This is an optimization exercise on Yosys and OpenROAD, whose aim is small area, not a production implementation.
Only simulation tests tie the RTL to the original design; equivalence was not proved.
No activity file was given, so power comes from the tool's default toggle rates.

==> inputs of run F <==
// SonarOnChip
module SonarOnChip (
    input  wire        wb_clk_i,
    input  wire        wb_rst_i,
    input  wire        wb_valid_i,
    input  wire [3:0]  wbs_adr_i,
    input  wire [15:0] wbs_dat_i,
    input  wire        wbs_strb_i,
    output             wbs_ack_o,
    output      [15:0] wbs_dat_o,
    input  wire        ce_pdm,
    input  wire        ce_pcm,
    input  wire        pdm_data_i,
    input  wire        mclear,
    output wire        cmp
);
  wire clk = wb_clk_i;
  wire rst = wb_rst_i;
  wire en  = ce_pcm;
  reg        ack;
  reg [15:0] rdata;
  reg [7:0]  control, amp;
  reg [15:0] a0, a1, a2, b1, b2, fb0, fb1, threshold, pcm_load;
  reg [15:0] timer, pcm;
  reg        q;
  assign wbs_ack_o = ack;
  assign wbs_dat_o = rdata;
  assign cmp = q;
  reg [15:0] rd;
  always @(*) begin
    case (wbs_adr_i)
      4'd0:  rd = {8'd0, control};
      4'd1:  rd = a0;
      4'd2:  rd = a1;
      4'd3:  rd = a2;
      4'd4:  rd = b1;
      4'd5:  rd = b2;
      4'd6:  rd = {8'd0, amp};
      4'd7:  rd = threshold;
      4'd8:  rd = timer;
      4'd9:  rd = pcm;
      4'd10: rd = pcm_load;
      4'd11: rd = fb0;
      4'd12: rd = fb1;
      default: rd = 16'd0;
    endcase
  end
  wire wr = wb_valid_i & wbs_strb_i;
  always @(posedge clk) rdata <= rd;
  always @(posedge clk) begin
    if (rst) begin
      ack <= 1'b0;
      control <= 8'h04;
      a0 <= 16'd0; a1 <= 16'd0; a2 <= 16'd0; b1 <= 16'd0; b2 <= 16'd0;
      amp <= 8'd0;
      threshold <= 16'h0400;
      pcm_load <= 16'd0;
      fb0 <= 16'h0FFF;
      fb1 <= 16'h7FFF;
    end else begin
      ack <= wb_valid_i;
      if (wr) begin
        case (wbs_adr_i)
  ...
==> flow/config.mk <==
export PLATFORM = sky130hd
export DESIGN_NAME = SonarOnChip
export DESIGN_NICKNAME = SonarOnChip
export VERILOG_FILES = /design/flow/design.v
export SDC_FILE = /design/flow/constraint.sdc
export NUM_CORES = 4
export LEC_CHECK = 0
export CAP_MARGIN = 20
export CORE_MARGIN = 2
export CORE_UTILIZATION = 45
export PLACE_DENSITY = 0.6
export SLEW_MARGIN = 20
==> flow/constraint.sdc <==
create_clock -name core_clock -period 15.0 [get_ports {wb_clk_i}]
set_input_delay 3.0000 -clock core_clock [delete_from_list [all_inputs] [get_ports {wb_clk_i}]]
set_output_delay 3.0000 -clock core_clock [all_outputs]
set_load 0.01 [all_outputs]
run.sh (not shown) runs the stock make flow with config.mk's settings and CLKGATE_MAP_FILE= SYNTH_SCRIPT=/design/flow/synth_recipe.tcl, a recipe that flattens the netlist after the stock synthesis.
==> run K: changes against run F <==
--- a/flow/design.v
+++ b/flow/design.v
@@ -43,127 +43,119 @@
       4'd12: rd = fb1;
       default: rd = 16'd0;
     endcase
   end
   wire wr = wb_valid_i & wbs_strb_i;
   always @(posedge clk) rdata <= rd;
+  always @(posedge clk) ack <= wb_valid_i & ~rst;
+  wire [15:0] wz = wbs_dat_i & {16{~rst}};
+  wire [15:0] wo = wbs_dat_i | {16{rst}};
+  wire [15:0] we = {16{wr}} & (16'd1 << wbs_adr_i);
   always @(posedge clk) begin
-    if (rst) begin
-      ack <= 1'b0;
-      control <= 8'h04;
-      a0 <= 16'd0; a1 <= 16'd0; a2 <= 16'd0; b1 <= 16'd0; b2 <= 16'd0;
-      amp <= 8'd0;
-      threshold <= 16'h0400;
-      pcm_load <= 16'd0;
-      fb0 <= 16'h0FFF;
-      fb1 <= 16'h7FFF;
-    end else begin
-      ack <= wb_valid_i;
-      if (wr) begin
-        case (wbs_adr_i)
-          4'd0:  control <= wbs_dat_i[7:0];
-          4'd1:  a0 <= wbs_dat_i;
-          4'd2:  a1 <= wbs_dat_i;
-          4'd3:  a2 <= wbs_dat_i;
-          4'd4:  b1 <= wbs_dat_i;
-          4'd5:  b2 <= wbs_dat_i;
-          4'd6:  amp <= wbs_dat_i[7:0];
-          4'd7:  threshold <= wbs_dat_i;
-          4'd10: pcm_load <= wbs_dat_i;
-          4'd11: fb0 <= wbs_dat_i;
-          4'd12: fb1 <= wbs_dat_i;
-          default: ;
-        endcase
-      end
-    end
+    if (we[0]  | rst) control   <= {wz[7:3], wo[2], wz[1:0]};
+    if (we[1]  | rst) a0        <= wz;
+    if (we[2]  | rst) a1        <= wz;
+    if (we[3]  | rst) a2        <= wz;
+    if (we[4]  | rst) b1        <= wz;
+    if (we[5]  | rst) b2        <= wz;
+    if (we[6]  | rst) amp       <= wz[7:0];
+    if (we[7]  | rst) threshold <= {wz[15:11], wo[10], wz[9:0]};
+    if (we[10] | rst) pcm_load  <= wz;
+    if (we[11] | rst) fb0       <= {wz[15:12], wo[11:0]};
+    if (we[12] | rst) fb1       <= {wz[15], wo[14:0]};
   end
   reg [63:0] h;
   reg [6:0]  cnt;
-  reg signed [6:0]  sa, sc;
+  reg signed [7:0]  sd;
   reg signed [11:0] sb;
   wire v32 = cnt[6] | cnt[5];
   wire v64 = cnt[6];
-  wire signed [6:0] xn  = pdm_data_i ? 7'sd1 : -7'sd1;
-  wire signed [6:0] x32 = v32 ? (h[31] ? 7'sd1 : -7'sd1) : 7'sd0;
-  wire signed [6:0] x64 = v64 ? (h[63] ? 7'sd1 : -7'sd1) : 7'sd0;
+  wire signed [7:0] xn  = pdm_data_i ? 8'sd1 : -8'sd1;
+  wire signed [7:0] x32 = v32 ? (h[31] ? 8'sd2 : -8'sd2) : 8'sd0;
+  wire signed [7:0] x64 = v64 ? (h[63] ? 8'sd1 : -8'sd1) : 8'sd0;
   always @(posedge clk) begin
     if (ce_pdm) h <= {h[62:0], pdm_data_i};
   end
   always @(posedge clk) begin
     if (rst) begin
       cnt <= 7'd0;
-      sa <= 7'sd0;
-      sc <= 7'sd0;
+      sd <= 8'sd0;
       sb <= 12'sd0;
     end else if (ce_pdm) begin
       if (!v64) cnt <= cnt + 7'd1;
-      sa <= sa + xn - x32;
-      sc <= sc + x32 - x64;
-      sb <= sb + {{5{sa[6]}}, sa} - {{5{sc[6]}}, sc};
+      sd <= sd + xn - x32 + x64;
+      sb <= sb + {{4{sd[7]}}, sd};
     end
   end
   reg [3:0]  ph;
   reg [15:0] acc;         
   reg [15:0] yfir;        
   reg [15:0] yiir;        
   reg [15:0] yprev;       
   reg [11:0] xf1, xf2, xf3;
   reg [15:0] xi1, xi2;
   reg [14:0] xm1, xm2, xm3;
   reg [13:0] ymaf;        
+  reg        v1, v2, v3;
   wire [15:0] gin  = control[2] ? pcm : yiir;
   wire [15:0] gout = gin << amp;
   wire [14:0] xmaf = gout[15] ? ~gout[14:0] : gout[14:0];
   reg [15:0] me, mm;
   reg        mng;
   always @(*) begin
     me = 16'd0;
     mm = 16'd0;
     mng = 1'b0;
     case (ph)
       4'd0:  begin me = fb0; mm = {{4{sb[11]}}, sb}; end
-      4'd1:  begin me = fb1; mm = {{4{xf1[11]}}, xf1}; end
-      4'd2:  begin me = fb1; mm = {{4{xf2[11]}}, xf2}; end
-      4'd3:  begin me = fb0; mm = {{4{xf3[11]}}, xf3}; end
+      4'd1:  begin me = fb1; if (v1) mm = {{4{xf1[11]}}, xf1}; end
+      4'd2:  begin me = fb1; if (v2) mm = {{4{xf2[11]}}, xf2}; end
+      4'd3:  begin me = fb0; if (v3) mm = {{4{xf3[11]}}, xf3}; end
       4'd5:  begin me = a0;  mm = pcm; end
-      4'd6:  begin me = a1;  mm = xi1; end
-      4'd7:  begin me = a2;  mm = xi2; end
-      4'd8:  begin me = b1;  mm = yiir;  mng = (yiir != 16'h8000); end
-      4'd9:  begin me = b2;  mm = yprev; mng = (yprev != 16'h8000); end
+      4'd6:  begin me = a1;  if (v1) mm = xi1; end
+      4'd7:  begin me = a2;  if (v2) mm = xi2; end
+      4'd8:  begin me = b1;  if (v1) begin mm = yiir;  mng = (yiir != 16'h8000); end end
+      4'd9:  begin me = b2;  if (v2) begin mm = yprev; mng = (yprev != 16'h8000); end end
       4'd11: begin me = 16'h8000; mm = {1'b0, xmaf}; mng = 1'b1; end
-      4'd12: begin me = 16'h8000; mm = {1'b0, xm1};  mng = 1'b1; end
-      4'd13: begin me = 16'h8000; mm = {1'b0, xm2};  mng = 1'b1; end
-      4'd14: begin me = 16'h8000; mm = {1'b0, xm3};  mng = 1'b1; end
+      4'd12: begin me = 16'h8000; if (v1) mm = {1'b0, xm1}; mng = 1'b1; end
+      4'd13: begin me = 16'h8000; if (v2) mm = {1'b0, xm2}; mng = 1'b1; end
+      4'd14: begin me = 16'h8000; if (v3) mm = {1'b0, xm3}; mng = 1'b1; end
       default: ;
     endcase
   end
   wire [15:0] macc;
   mac u_mac (.e(me), .m(mm), .ng(mng), .a(acc), .y(macc));
   always @(posedge clk) if (!en && ph == 4'd4) yfir <= acc;
   always @(posedge clk) begin
     if (rst) begin
+      v1 <= 1'b0; v2 <= 1'b0; v3 <= 1'b0;
+    end else if (en) begin
+      v1 <= 1'b1; v2 <= v1; v3 <= v2;
+    end
+  end
+  always @(posedge clk) begin
+    if (en) begin
+      xf1 <= sb; xf2 <= xf1; xf3 <= xf2;
+      xi1 <= pcm; xi2 <= xi1;
+      xm1 <= xmaf; xm2 <= xm1; xm3 <= xm2;
+    end
+    if (!en && ph == 4'd10) begin yiir <= acc; yprev <= yiir; end
+  end
+  always @(posedge clk) begin
+    if (rst) begin
       ph <= 4'd0;
       acc <= 16'd0;
-      yiir <= 16'd0;
-      yprev <= 16'd0;
       ymaf <= 14'd0;
-      xf1 <= 12'd0; xf2 <= 12'd0; xf3 <= 12'd0;
-      xi1 <= 16'd0; xi2 <= 16'd0;
-      xm1 <= 15'd0; xm2 <= 15'd0; xm3 <= 15'd0;
       pcm <= 16'd0;
     end else if (en) begin
       ph <= 4'd0;
       acc <= 16'd0;
-      xf1 <= sb; xf2 <= xf1; xf3 <= xf2;
-      xi1 <= pcm; xi2 <= xi1;
-      xm1 <= xmaf; xm2 <= xm1; xm3 <= xm2;
       pcm <= control[3] ? pcm_load : yfir;
     end else begin
       if (ph != 4'd15) ph <= ph + 4'd1;
       acc <= (ph == 4'd4 || ph == 4'd10) ? 16'd0 : macc;
-      if (ph == 4'd10) begin yiir <= acc; yprev <= yiir; end
       if (ph == 4'd15) ymaf <= acc[15:2];
     end
   end
   wire over = {2'b00, ymaf} > threshold;
   always @(posedge clk) begin
     if (rst) q <= 1'b0;
CORE_UTILIZATION = 60   (was 45)
CTS_BUF_LIST = sky130_fd_sc_hd__clkbuf_8   (was default)
CTS_CLUSTER_DIAMETER = 50   (was default)
CTS_CLUSTER_SIZE = 15   (was default)
PLACE_DENSITY = 0.7   (was 0.6)
==> summary.txt <==
metric                                                                                run F                      run K
Setup crit start                                                        amp[1]$_SDFFE_PP0P_         ph[3]$_SDFFE_PP0P_
Met1 Usage GRT                                                                        0.418                      0.472
Die Y                                                                                261 um                     217 um
Final WS setup                                                                      2.42 ns                    2.09 ns
Syn_nets                                                                               3498                       2455
Detail Route met2 WL                                                               45100 um                   36100 um
Most area-hungry cell class in the final design                           multi-input gates           sequential cells
Detailed-route wire length                                                        103000 um                   80100 um
Clock buf/inv share                                                                  0.0596                     0.0374
Origin of the worst min-delay path                                          h[22]$_DFFE_PP_            h[32]$_DFFE_PP_
Fraction of layout cells with a size suffix above 1                                  0.0765                     0.0955
Cell type contributing the most total cell area after synthesis    sky130_fd_sc_hd__dfxtp_1  sky130_fd_sc_hd__edfxtp_1
Fraction of the mapped netlist area in adder cells                                    0.120                      0.119
Compound-cell area share of the yosys netlist                                         0.168                      0.144
Width of the chip                                                                    261 um                     217 um
Sequential group share of total power                                                 0.264                      0.320
Simple-gate share of the synthesized area                                             0.147                     0.0832
Final standard cell count with taps included and fillers excluded                      4118                       2883
Period Utilization, post-route                                                        0.839                      0.860
Area added between synthesis and finish                                               10.7%                      8.01%
Total sequential power                                                              1540 uW                    1750 uW
Result of the run                                                            finished clean             finished clean
Cell with the most instances after synthesis                       sky130_fd_sc_hd__nand2_1  sky130_fd_sc_hd__edfxtp_1
Detail-routed net length per standard cell                                          25.1 um                    27.8 um
Total of clock buffers placed in the layout                                              71                         50
Share of the synthesized area in the top cell type                                    0.285                      0.423
Highest achievable clock rate                                                      79.5 MHz                   77.5 MHz

re-timing with driven ports:
The flow's constraints put no driver on any port. The routed layouts listed below were extracted and timed again, unchanged, in two steps. Step 1 sets driving cells, clkbuf_16 on the clock port and buf_2 on the other inputs (assumed; they add their load-dependent delay and slew). Step 2 moves the port delays by t, midway between the first and last clock arrival at a register: inputs arrive t later, outputs are due t later. That takes back most of the time a late clock gives input paths. Three values: ideal ports, drivers, drivers and shift; two values: the first two.
| run | t, ns | setup slack, ns | hold WS [ns] | slew at the worst register clock pin (ns) | cell pins on the clock port's net |
|---|---|---|---|---|---|
| run F | 0.694 | 2.420 / 2.420 / 2.420 | 0.410 / 0.410 / 0.410 | 0.07 / 0.07 | 1 |
| run K | 0.722 | 2.093 / 2.093 / 2.093 | 0.417 / 0.417 / 0.417 | 0.10 / 0.10 | 1 |
After both steps setup and hold are still met in every run listed.
